From an optimization exercise on the open Yosys and OpenROAD flow, aimed at small area; shortcuts taken in it are not production practice.
Function was checked by simulation only, so behaviour that the tests miss may differ from the original.
Power is estimated from default activity; no workload was simulated.

== job 105 ==
==> flow/design.v <==
module pwm_led(
    input  wire        clk,
    input  wire        on,       
    input  wire [14:0] pwm,      
    input  wire        pwm_end,  
    input  wire        upd,      
    input  wire [2:0]  lvl_n,    
    input  wire [14:0] p_n,      
    output wire [3:0]  leds
);
    reg [2:0]  lvl;
    reg [14:0] p;
    always @(posedge clk) begin
        if (!on) lvl <= 3'd7;
        else if (upd) lvl <= lvl_n;
        if (upd) p <= p_n;
    end
    wire full = !pwm_end && (lvl != 3'd7);
    wire part = (pwm < p);
    assign leds[0] = (lvl > 3'd0) ? full : (lvl == 3'd0) & part;
    assign leds[1] = (lvl > 3'd1) ? full : (lvl == 3'd1) & part;
    assign leds[2] = (lvl > 3'd2) ? full : (lvl == 3'd2) & part;
    assign leds[3] = (lvl > 3'd3) ? full : (lvl == 3'd3) & part;
endmodule
module top(
    input wire fastclk,  
    input wire rstn,
    input wire sda_in,   
    output reg sda_t,    
    output reg scl_t,    
    output wire [3:0] led
);
    localparam [2:0] S_GAP = 3'd0, S_START = 3'd1, S_P = 3'd2, S_H = 3'd3,
                     S_A = 3'd4, S_STOP = 3'd5, S_REP = 3'd6;
    localparam [1:0] T_W00 = 2'b00, T_R13 = 2'b01, T_R1E = 2'b11, T_W0B = 2'b10;
    wire rst;
    reg [2:0] state;
    reg [2:0] hi;         
    reg [4:0] lo;         
    reg [9:0] gap;
    localparam [9:0] G_1 = 10'd1, G_25 = 10'd17, G_501 = 10'd694, G_1001 = 10'd712;
    wire [9:0] gap_n = {gap[8:0], ~(gap[9] ^ gap[6])};
    wire [2:0] bitidx = gap[2:0];
    wire [1:0] pos = gap[4:3];    
    wire rx = gap[5];             
    reg [1:0] txn;
    reg [9:0] sh;         
    wire rd = txn[0];
    wire lo0 = (lo == 5'd0);
    wire lo24 = (lo == 5'd24);
    wire c0   = (hi == 3'd0) && lo0;
    wire c31  = (hi == 3'd1) && (lo == 5'd6);
    wire c62  = (hi == 3'd2) && (lo == 5'd12);
    wire c124 = (hi == 3'd4) && lo24;
    wire c25  = (hi == 3'd1) && lo0;
    wire p0 = (pos == 2'd0), p1 = (pos == 2'd1), p2 = pos[1];
    reg txbit;
    always @* begin
        case (bitidx)
            3'd6: txbit = p0 | (p2 & rd);
            3'd4: txbit = p0 | rd;
            3'd3: txbit = p1 & txn[1];
            3'd2: txbit = p1 & txn[1] & txn[0];
            3'd1: txbit = p0 | (p2 & rd) | (p1 & (txn != T_W00));
            3'd0: txbit = p2 | (p1 & (txn[1] ^ txn[0]));
            default: txbit = 1'b0;
        endcase
    end
    wire ack2 = rx && !pos[0] && txn[1];  
    wire gap_end = (gap == G_1001);
    reg [24:0] X;
    reg [2:0]  lvl_w;
    reg c;                
    reg w;                
    reg cy;               
    reg lc;               
    reg bw;               
    reg act_q;
    wire ip = &lvl_w;     
    wire run = (txn == T_W0B);
    wire act = lo0 ? run && (ip || ((sh > 10'd50) && !lvl_w[2])) : act_q;
    wire fr = (lo <= 5'd9);   
    reg kr, lr, kp, lp;
    always @* begin
        lr = (lo == 5'd6) || (lo == 5'd8);                                       
        kr = ip ? (lo != 5'd2) && (lo != 5'd5) && (lo != 5'd9)                   
           : c ? lr : (lo == 5'd1) || (lo == 5'd2) || (lo == 5'd4) ||
                      (lo == 5'd5) || (lo == 5'd6) || (lo == 5'd7);              
        lp = (lo == 5'd11) || (lo == 5'd16) || (lo == 5'd17) || (lo == 5'd19) ||
             (lo == 5'd20) || (lo == 5'd21) || (lo == 5'd22);                    
        kp = !ip && (w ? lp : (lo == 5'd10) || (lo == 5'd13) || (lo == 5'd15) ||
                               (lo == 5'd16));                                   
    end
    wire ka = act && (fr ? kr : kp);
    wire la = fr ? lr : lp;
    wire a = X[0] & !ip;
    wire sum = a ^ ka ^ cy;
    wire cyo = (a & ka) | (a & cy) | (ka & cy);
    wire lco = (sum & la) | (sum & lc) | (la & lc);
    wire sdec = act && !ip && fr;    
    wire s0 = sh[0] ^ bw;
    always @(posedge fastclk) begin
        X <= {sum, X[24:1]};
        act_q <= act;
        if (txn == T_R1E) begin
            c <= 1'b0;
            cy <= 1'b0;
            if (state == S_A && c0 && ack2) lvl_w <= (|sh[7:2]) ? 3'd4 : 3'd7;
        end else if (act) begin
            if (lo == 5'd9) begin
                cy <= c;
                lc <= lco;
                if (!ip) c <= lco;
            end else if (lo24) begin
                cy <= 1'b0;
                lc <= 1'b0;
                lvl_w <= ip ? 3'd0 : lvl_w + {2'd0, w};
            end else begin
                cy <= cyo;
                lc <= lco;
            end
        end
        bw <= lo24 | (bw & !(sdec & sh[0]));
    end
    reg [14:0] pwm;
    reg on;
    assign rst = !rstn || !on;
    wire pwm_end = (pwm == 15'd24999);
    wire [15:0] por_n = {w, pwm} + 16'd1;
    always @(posedge fastclk) begin
        if (!rstn) begin
            on <= 1'b0;
            pwm <= 15'd1;
        end else if (!on) begin
            pwm <= por_n[14:0];
            if ({w, pwm} == 16'hFFFF) on <= 1'b1;
        end else
            pwm <= pwm_end ? 15'd0 : pwm + 15'd1;
    end
    always @(posedge fastclk) begin
        if (!rstn) w <= 1'b0;
        else if (!on) w <= por_n[15];
        else if (txn == T_R1E) w <= 1'b0;
        else if (act && lo24 && !ip) w <= lco;
    end
    always @(posedge fastclk) begin
        if (rst) begin
            state <= S_GAP;
            hi <= 3'd0;
            lo <= 5'd0;
            gap <= G_501;
            txn <= T_W00;
            sda_t <= 1'b1;
            scl_t <= 1'b1;
        end else begin
            if (lo24) begin
                lo <= 5'd0;
                hi <= (hi == 3'd4) ? 3'd0 : hi + 3'd1;
            end else lo <= lo + 5'd1;
            case (state)
                S_GAP: begin
                    if (c0) begin
                        if (gap_end) begin
                            gap <= 10'd7;  
                            state <= S_START;
                            hi <= 3'd0;
                            lo <= 5'd0;
                        end else gap <= gap_n;
                    end
                end
                S_START: begin
                    if (c0) sda_t <= 1'b0;
                    if (c124) state <= S_P;
                end
                S_P: begin
                    if (c0) begin
                        scl_t <= 1'b0;
                        sda_t <= rx | txbit;
                    end
                    if (c124) state <= S_H;
                end
                S_H: begin
                    if (c0) scl_t <= 1'b1;
                    if (c124) begin
                        scl_t <= 1'b0;
                        gap[2:0] <= bitidx - 3'd1;
                        state <= (bitidx == 3'd0) ? S_A : S_P;
                    end
                end
                S_A: begin
                    if (c0) sda_t <= !ack2;
                    if (c31) scl_t <= 1'b1;
                    if (c124) begin
                        scl_t <= 1'b0;
                        state <= S_P;
                        if (rx) begin
                            if (ack2) gap[4:3] <= 2'd3;
                            else state <= S_STOP;
                        end else if (pos == 2'd0) begin
                            gap[4:3] <= 2'd1;
                        end else if (pos == 2'd1) begin
                            if (rd) state <= S_STOP;
                            else gap[4:3] <= 2'd2;
                        end else begin
                            if (rd) gap[5] <= 1'b1;
                            else state <= S_STOP;
                        end
                    end
                end
                S_STOP: begin
                    if (c0) begin
                        scl_t <= 1'b1;
                        sda_t <= 1'b0;
                    end
                    if (c31) begin
                        sda_t <= 1'b1;
                        hi <= 3'd0;
                        lo <= 5'd0;
                        if (pos == 2'd1) begin
                            gap[4:3] <= 2'd2;
                            state <= S_REP;
                        end else begin
                            state <= S_GAP;
                            gap <= rd ? G_25 : 10'd0;
                            txn[0] <= !txn[1];
                            txn[1] <= txn[0] & (txn[1] | (sh[7:0] != 8'd0));
                        end
                    end
                end
                default: begin  
                    if (c25) begin
                        sda_t <= 1'b0;
                        hi <= 3'd0;
                        lo <= 5'd0;
                        state <= S_P;
                    end
                end
            endcase
        end
        if (state == S_H && c62 && rx)
            sh <= {sh[8:0], sda_in};
        else if (sdec)
            sh <= {s0, sh[9:1]};
    end
    wire upd = (state == S_GAP) && (txn == T_W00) && (hi == 3'd0) && (lo == 5'd1) &&
               (gap == G_1) && !(!lvl_w[2] && sh == 10'h014);
    pwm_led u_bar (
        .clk   (fastclk),
        .on    (on),
        .pwm   (pwm),
        .pwm_end (pwm_end),
        .upd   (upd),
        .lvl_n (lvl_w),
        .p_n   (X[15:1]),
        .leds  (led)
    );
endmodule
Settings: LEC_CHECK=0, CAP_MARGIN=20, CORE_MARGIN=2, CORE_UTILIZATION=40, CTS_BUF_LIST=sky130_fd_sc_hd__clkbuf_8, SLEW_MARGIN=20; clock period 40.0 ns.
standard.sh (not shown) runs the stock make flow with config.mk's settings and CLKGATE_MAP_FILE= SYNTH_SCRIPT=/design/flow/synth_recipe.tcl, a recipe that flattens the netlist after the stock synthesis.
==> flow/flow/run.sh <==
#!/bin/bash
# Own layout flow: the standard synthesis, then the combinational logic
# re-mapped for area by Yosys/ABC (registers untouched, result proven equal to
# the standard netlist, else the standard netlist is kept), then the standard flow's
# standard layout from the floorplan on. Each tool's output goes to a log file here.
set -euo pipefail
W=$PWD
R=$W/orfs/results/$FLOW_PLATFORM/top/base
LIB=$FLOW_HOME/platforms/$FLOW_PLATFORM/lib/sky130_fd_sc_hd__tt_025C_1v80.lib
YOSYS=$(command -v yosys || true)
[[ -n "$YOSYS" ]] || YOSYS=$FLOW_HOME/../tools/install/yosys/bin/yosys

bash standard.sh synth > $W/1_standard_synth.log 2>&1
cp $R/1_2_yosys.v $W/standard_synth.v
sed -e "s#@LIB@#$LIB#g" -e "s#@IN@#$W/standard_synth.v#g" -e "s#@TOP@#$FLOW_TOP#g" \
    -e "s#@ABC@#$W/flow/area.abc#g" -e "s#@OUT@#$W/post_synth.v#g" $W/flow/post.ys > $W/post.ys
sed -e "s#@LIB@#$LIB#g" -e "s#@GOLD@#$W/standard_synth.v#g" -e "s#@GATE@#$W/post_synth.v#g" \
    -e "s#@TOP@#$FLOW_TOP#g" $W/flow/equiv.ys > $W/equiv.ys
if $YOSYS -s $W/post.ys > $W/2_post_synth_yosys.log 2>&1 &&
   $YOSYS -s $W/equiv.ys > $W/3_post_synth_equiv.log 2>&1; then
  cp $W/post_synth.v $R/1_2_yosys.v
  rm -f $R/1_synth.odb $R/1_synth.sdc
  echo "re-mapped netlist used" > $W/post_synth_status.txt
else
  echo "re-mapping failed or not proven: standard netlist kept" > $W/post_synth_status.txt
fi
# clock tree: the flow's buffer list, without dummy loads
if [[ -f $W/flow/cts_args ]]; then export CTS_ARGS="$(cat $W/flow/cts_args)"; fi
bash standard.sh > $W/4_standard_layout.log 2>&1
==> flow/flow/cts_args <==
-sink_clustering_enable -repair_clock_nets -buf_list sky130_fd_sc_hd__clkbuf_8 -dont_use_dummy_load
Other scripts of this flow, unchanged in this note and not shown: flow/flow/area.abc, flow/flow/equiv.ys, flow/flow/post.ys
Job 105: no failed stages, no open violations at the end
The following lists how job 103 was set up differently from job 105:
==> flow/flow/cts_args <==
-sink_clustering_enable -repair_clock_nets -buf_list {sky130_fd_sc_hd__clkbuf_4 sky130_fd_sc_hd__clkbuf_8} -dont_use_dummy_load
[summary]
Diff job 105 -> job 103: depth of the worst register-to-register path about even; count of endpoints failing hold in the final timing report neither gained nor lost much; synthesized cell count roughly the same; tightest hold margin has remained practically unchanged; clock group share of total power saw little to no change. Reported for job 105 and job 103, summed instance area of the synthesized netlist turned out identical to the last digit. Delta (job 103 minus job 105): final area held steady; post-layout worst setup margin held steady.

* * *

Setup of 01-16:
// top: RTL as listed in full above, without the edits since
export LEC_CHECK = 0
export CAP_MARGIN = 20
export CORE_MARGIN = 2
export CORE_UTILIZATION = 40
export CTS_BUF_LIST = sky130_fd_sc_hd__clkbuf_8
export SLEW_MARGIN = 20
create_clock -name core_clock -period 40.0 [get_ports {fastclk}]
==> flow/flow/area.abc <==
strash
&get -n
&deepsyn -I 4 -T 30
&put
dch -f
amap
mfs2
&get -n
&st
&dch -f
&nf -R 1000
&put
==> flow/flow/cts_args <==
-sink_clustering_enable -repair_clock_nets -buf_list sky130_fd_sc_hd__clkbuf_8 -dont_use_dummy_load
==> flow/flow/equiv.ys <==
# Prove the re-mapped netlist equal to the standard synthesis (same registers).
read_liberty -ignore_miss_func @LIB@
read_verilog @GOLD@
rename @TOP@ gold
read_verilog @GATE@
rename @TOP@ gate
flatten gold gate
opt_clean
equiv_make gold gate equiv
hierarchy -top equiv
equiv_simple -seq 2
equiv_induct
equiv_status -assert
==> flow/flow/post.ys <==
# Re-map the combinational logic of the standard synthesis with a stronger
# area-oriented ABC script. Flip-flops are kept as they are (same instances,
# names and cell types); only the logic between them is re-optimised.
read_liberty -ignore_miss_func @LIB@
setattr -mod -set keep_hierarchy 1 sky130_fd_sc_hd__df* sky130_fd_sc_hd__edf* sky130_fd_sc_hd__sdf* sky130_fd_sc_hd__sedf* sky130_fd_sc_hd__dl*
read_verilog @IN@
hierarchy -top @TOP@
flatten @TOP@
select @TOP@
rename -hide w:*.*
select -clear
opt_clean
select @TOP@
abc -liberty @LIB@ -dont_use *lpflow* -dont_use *probe* -dont_use *clkbuf* -dont_use *clkinv* -dont_use *conb* -script @ABC@
opt_clean -purge
hilomap -singleton -hicell sky130_fd_sc_hd__conb_1 HI -locell sky130_fd_sc_hd__conb_1 LO
splitnets
opt_clean -purge
rename -enumerate -pattern _q%_
insbuf -buf sky130_fd_sc_hd__buf_4 A X
rename -enumerate -pattern _q%_
tee -o @OUT@.stat stat -liberty @LIB@
write_verilog -noattr -noexpr -nohex -nodec -selected @OUT@
Scripts as last shown in full above: flow/flow/run.sh
01-16 was carried through to the last stage, and its layout satisfied the timing, DRC and antenna checks.
Modified inputs, 10-27 compared to 01-16
==> flow/flow/area.abc <==
strash
&get -n
&deepsyn -I 1 -J 300
&put
dch -f
amap
mfs2 -a
&get -n
&st
&dch -f
&nf -R 1000
&put
mfs2 -a
&get -n
&st
&dch -f
&nf -R 1000
&put
mfs2 -a
&get -n
&st
&dch -f
&nf -R 1000
&put
mfs2 -a
&get -n
&st
&dch -f
&nf -R 1000
&put
mfs2 -a
&get -n
&st
&dch -f
&nf -R 1000
&put
==> flow/flow/cts_args <==
-repair_clock_nets -buf_list sky130_fd_sc_hd__clkbuf_8 -dont_use_dummy_load
Findings:
Delta(power after layout, 10-27 - 01-16) > 0. The run with more setup slack is 10-27; 01-16 has less. Comparing 10-27 and 01-16, the lower number of gates on the worst path with buffers counted was measured on 10-27.

* * *

Setup of build 83:
Another version of the RTL of top (not shown whole).
Size: ~540 cells after synthesis.
Settings: LEC_CHECK=0, CAP_MARGIN=20, CORE_MARGIN=2, CORE_UTILIZATION=40, CTS_BUF_LIST=sky130_fd_sc_hd__clkbuf_8, SLEW_MARGIN=20; clock period 40.0 ns.
==> flow/flow/run.sh <==
#!/bin/bash
# Own layout flow: the standard synthesis, then the combinational logic
# re-mapped for area by Yosys/ABC (registers untouched), then the standard
# layout from the floorplan on. Each tool's output goes to a log file here.
set -euo pipefail
W=$PWD
R=$W/orfs/results/$FLOW_PLATFORM/top/base
LIB=$FLOW_HOME/platforms/$FLOW_PLATFORM/lib/sky130_fd_sc_hd__tt_025C_1v80.lib
YOSYS=$(command -v yosys || true)
[[ -n "$YOSYS" ]] || YOSYS=$FLOW_HOME/../tools/install/yosys/bin/yosys

bash standard.sh synth > $W/1_standard_synth.log 2>&1
cp $R/1_2_yosys.v $W/standard_synth.v
sed -e "s#@LIB@#$LIB#g" -e "s#@IN@#$W/standard_synth.v#g" -e "s#@TOP@#$FLOW_TOP#g" \
    -e "s#@ABC@#$W/flow/strong.abc#g" -e "s#@OUT@#$W/post_synth.v#g" $W/flow/post.ys > $W/post.ys
$YOSYS -s $W/post.ys > $W/2_post_synth_yosys.log 2>&1
cp $W/post_synth.v $R/1_2_yosys.v
rm -f $R/1_synth.odb $R/1_synth.sdc
# clock tree: the flow's buffer list, without dummy loads
if [[ -f $W/flow/cts_args ]]; then export CTS_ARGS="$(cat $W/flow/cts_args)"; fi
bash standard.sh > $W/3_standard_layout.log 2>&1
==> flow/flow/cts_args <==
-sink_clustering_enable -repair_clock_nets -buf_list sky130_fd_sc_hd__clkbuf_8 -dont_use_dummy_load
==> flow/flow/strong.abc <==
&get -n
&st
&syn2
&dch -f
&nf -R 1000
&put
mfs2
&get -n
&st
&dch -f
&nf -R 1000
&put
Scripts as last shown in full above: flow/flow/post.ys
In summary, build 83 completed successfully, with a layout that passed the timing, DRC and antenna checks.
For build 40, these inputs were changed with respect to build 83:
==> flow/flow/run.sh <==
#!/bin/bash
# Own layout flow: the standard synthesis, then the combinational logic
# re-mapped for area by Yosys/ABC (registers untouched, result proven equal to
# the standard netlist, else the standard netlist is kept), then the standard flow's
# standard layout from the floorplan on. Each tool's output goes to a log file here.
set -euo pipefail
W=$PWD
R=$W/orfs/results/$FLOW_PLATFORM/top/base
LIB=$FLOW_HOME/platforms/$FLOW_PLATFORM/lib/sky130_fd_sc_hd__tt_025C_1v80.lib
YOSYS=$(command -v yosys || true)
[[ -n "$YOSYS" ]] || YOSYS=$FLOW_HOME/../tools/install/yosys/bin/yosys

bash standard.sh synth > $W/1_standard_synth.log 2>&1
cp $R/1_2_yosys.v $W/standard_synth.v
sed -e "s#@LIB@#$LIB#g" -e "s#@IN@#$W/standard_synth.v#g" -e "s#@TOP@#$FLOW_TOP#g" \
    -e "s#@ABC@#$W/flow/area.abc#g" -e "s#@OUT@#$W/post_synth.v#g" $W/flow/post.ys > $W/post.ys
sed -e "s#@LIB@#$LIB#g" -e "s#@GOLD@#$W/standard_synth.v#g" -e "s#@GATE@#$W/post_synth.v#g" \
    -e "s#@TOP@#$FLOW_TOP#g" $W/flow/equiv.ys > $W/equiv.ys
if $YOSYS -s $W/post.ys > $W/2_post_synth_yosys.log 2>&1 &&
   $YOSYS -s $W/equiv.ys > $W/3_post_synth_equiv.log 2>&1; then
  cp $W/post_synth.v $R/1_2_yosys.v
  rm -f $R/1_synth.odb $R/1_synth.sdc
  echo "re-mapped netlist used" > $W/post_synth_status.txt
else
  echo "re-mapping failed or not proven: standard netlist kept" > $W/post_synth_status.txt
fi
# clock tree: the flow's buffer list, without dummy loads
if [[ -f $W/flow/cts_args ]]; then export CTS_ARGS="$(cat $W/flow/cts_args)"; fi
bash standard.sh > $W/4_standard_layout.log 2>&1
==> flow/flow/area.abc (new file) <==
strash
&get -n
&deepsyn -T 60
&put
dch -f
amap
mfs2
&get -n
&st
&dch -f
&nf -R 1000
&put
==> flow/flow/equiv.ys (new file) <==
# Prove the re-mapped netlist equal to the standard synthesis (same registers).
read_liberty -ignore_miss_func @LIB@
read_verilog @GOLD@
rename @TOP@ gold
read_verilog @GATE@
rename @TOP@ gate
flatten gold gate
opt_clean
equiv_make gold gate equiv
hierarchy -top equiv
equiv_simple -seq 2
equiv_induct
equiv_status -assert
removed: flow/flow/strong.abc
Results
Build 40 vs build 83, total global-route track usage went down by 0.23 points.
Buffer count excluding the clock tree in the final layout (build 40 over build 83): decrease, 1
Relative to build 83, part of the total power dissipated in the clock network has decreased by 0.2 points in build 40.
Of build 40 and build 83, build 40 shows the lower cell area after synthesis, with build 83 above it.
Sequential power delta (build 40 -> build 83): insignificant
Build 40 ends up with a sequential share of layout area that is 2.4 points higher than in build 83.
Build 83 reports its origin of the worst setup path as u_bar.pwm[0] while build 40 reports u_bar.p[1].
When the final numbers for build 40 and build 83 were put side by side, the count of inverters not on the clock network in the layout turned out to be greater in build 83.
### build 40 -> build 90
==> flow/flow/run.sh <==
#!/bin/bash
# Own layout flow: the standard synthesis, then the combinational logic
# re-mapped for area by Yosys/ABC (registers untouched), then the standard
# layout from the floorplan on. Each tool's output goes to a log file here.
set -euo pipefail
W=$PWD
R=$W/orfs/results/$FLOW_PLATFORM/top/base
LIB=$FLOW_HOME/platforms/$FLOW_PLATFORM/lib/sky130_fd_sc_hd__tt_025C_1v80.lib
YOSYS=$(command -v yosys || true)
[[ -n "$YOSYS" ]] || YOSYS=$FLOW_HOME/../tools/install/yosys/bin/yosys

bash standard.sh synth > $W/1_standard_synth.log 2>&1
cp $R/1_2_yosys.v $W/standard_synth.v
sed -e "s#@LIB@#$LIB#g" -e "s#@IN@#$W/standard_synth.v#g" -e "s#@TOP@#$FLOW_TOP#g" \
    -e "s#@ABC@#$W/flow/strong.abc#g" -e "s#@OUT@#$W/post_synth.v#g" $W/flow/post.ys > $W/post.ys
$YOSYS -s $W/post.ys > $W/2_post_synth_yosys.log 2>&1
cp $W/post_synth.v $R/1_2_yosys.v
rm -f $R/1_synth.odb $R/1_synth.sdc
bash standard.sh > $W/3_standard_layout.log 2>&1
-- flow/flow/post.ys --
<<< build 40, line 8
flatten @TOP@
select @TOP@
rename -hide w:*.*
select -clear
opt_clean
>>> build 90, line 8
flatten @TOP@
opt_clean
<<< build 40, line 18
opt_clean -purge
rename -enumerate -pattern _q%_
insbuf -buf sky130_fd_sc_hd__buf_4 A X
rename -enumerate -pattern _q%_
tee -o @OUT@.stat stat -liberty @LIB@
>>> build 90, line 15
opt_clean -purge
insbuf -buf sky130_fd_sc_hd__buf_4 A X
rename -enumerate
tee -o @OUT@.stat stat -liberty @LIB@
==> flow/flow/strong.abc (new file) <==
&get -n
&st
&syn2
&dch -f
&nf -R 1000
&put
mfs2
&get -n
&st
&dch -f
&nf -R 1000
&put
removed: flow/flow/area.abc
removed: flow/flow/cts_args
removed: flow/flow/equiv.ys
==> comparison <==
Looking at buffer count excluding the clock tree in the final layout, build 90 sits 1 above build 40.
Build 90 vs. build 40: hold slack held, clock power increased 36%, power drawn by the sequential cells closely matched the old numbers.

[re-timing with driven ports]
No port has a modelled driver above. Below, the same layouts with a new extraction and two added sets of constraints.
Step 1 assumes that a clkbuf_16 drives the clock port and a buf_2 every other input.
Step 2 times the ports against the registers' clock, not the clock port: input delays grow and output delays shrink by t, the midpoint of the rising clock arrivals with the driver on.
a / b / c = ideal ports / drivers / drivers and shift; a / b = the first two.
run | t, ns | setup WS [ns] | slew at the worst register clock pin (ns)
job 105 | 0.402 | 28.912 / 28.878 / 29.280 | 0.10 / 0.10
job 103 | 0.402 | 28.912 / 28.878 / 29.280 | 0.10 / 0.10
01-16 | 0.371 | 28.352 / 28.319 / 28.690 | 0.10 / 0.10
10-27 | 0.402 | 28.912 / 28.878 / 29.280 | 0.10 / 0.10
build 83 | 0.406 | 28.848 / 28.810 / 29.216 | 0.11 / 0.11
build 40 | 0.394 | 27.568 / 27.534 / 27.928 | 0.11 / 0.11
build 90 | 0.402 | 28.847 / 28.814 / 29.217 | 0.11 / 0.11
After both steps every run listed still meets setup and hold.
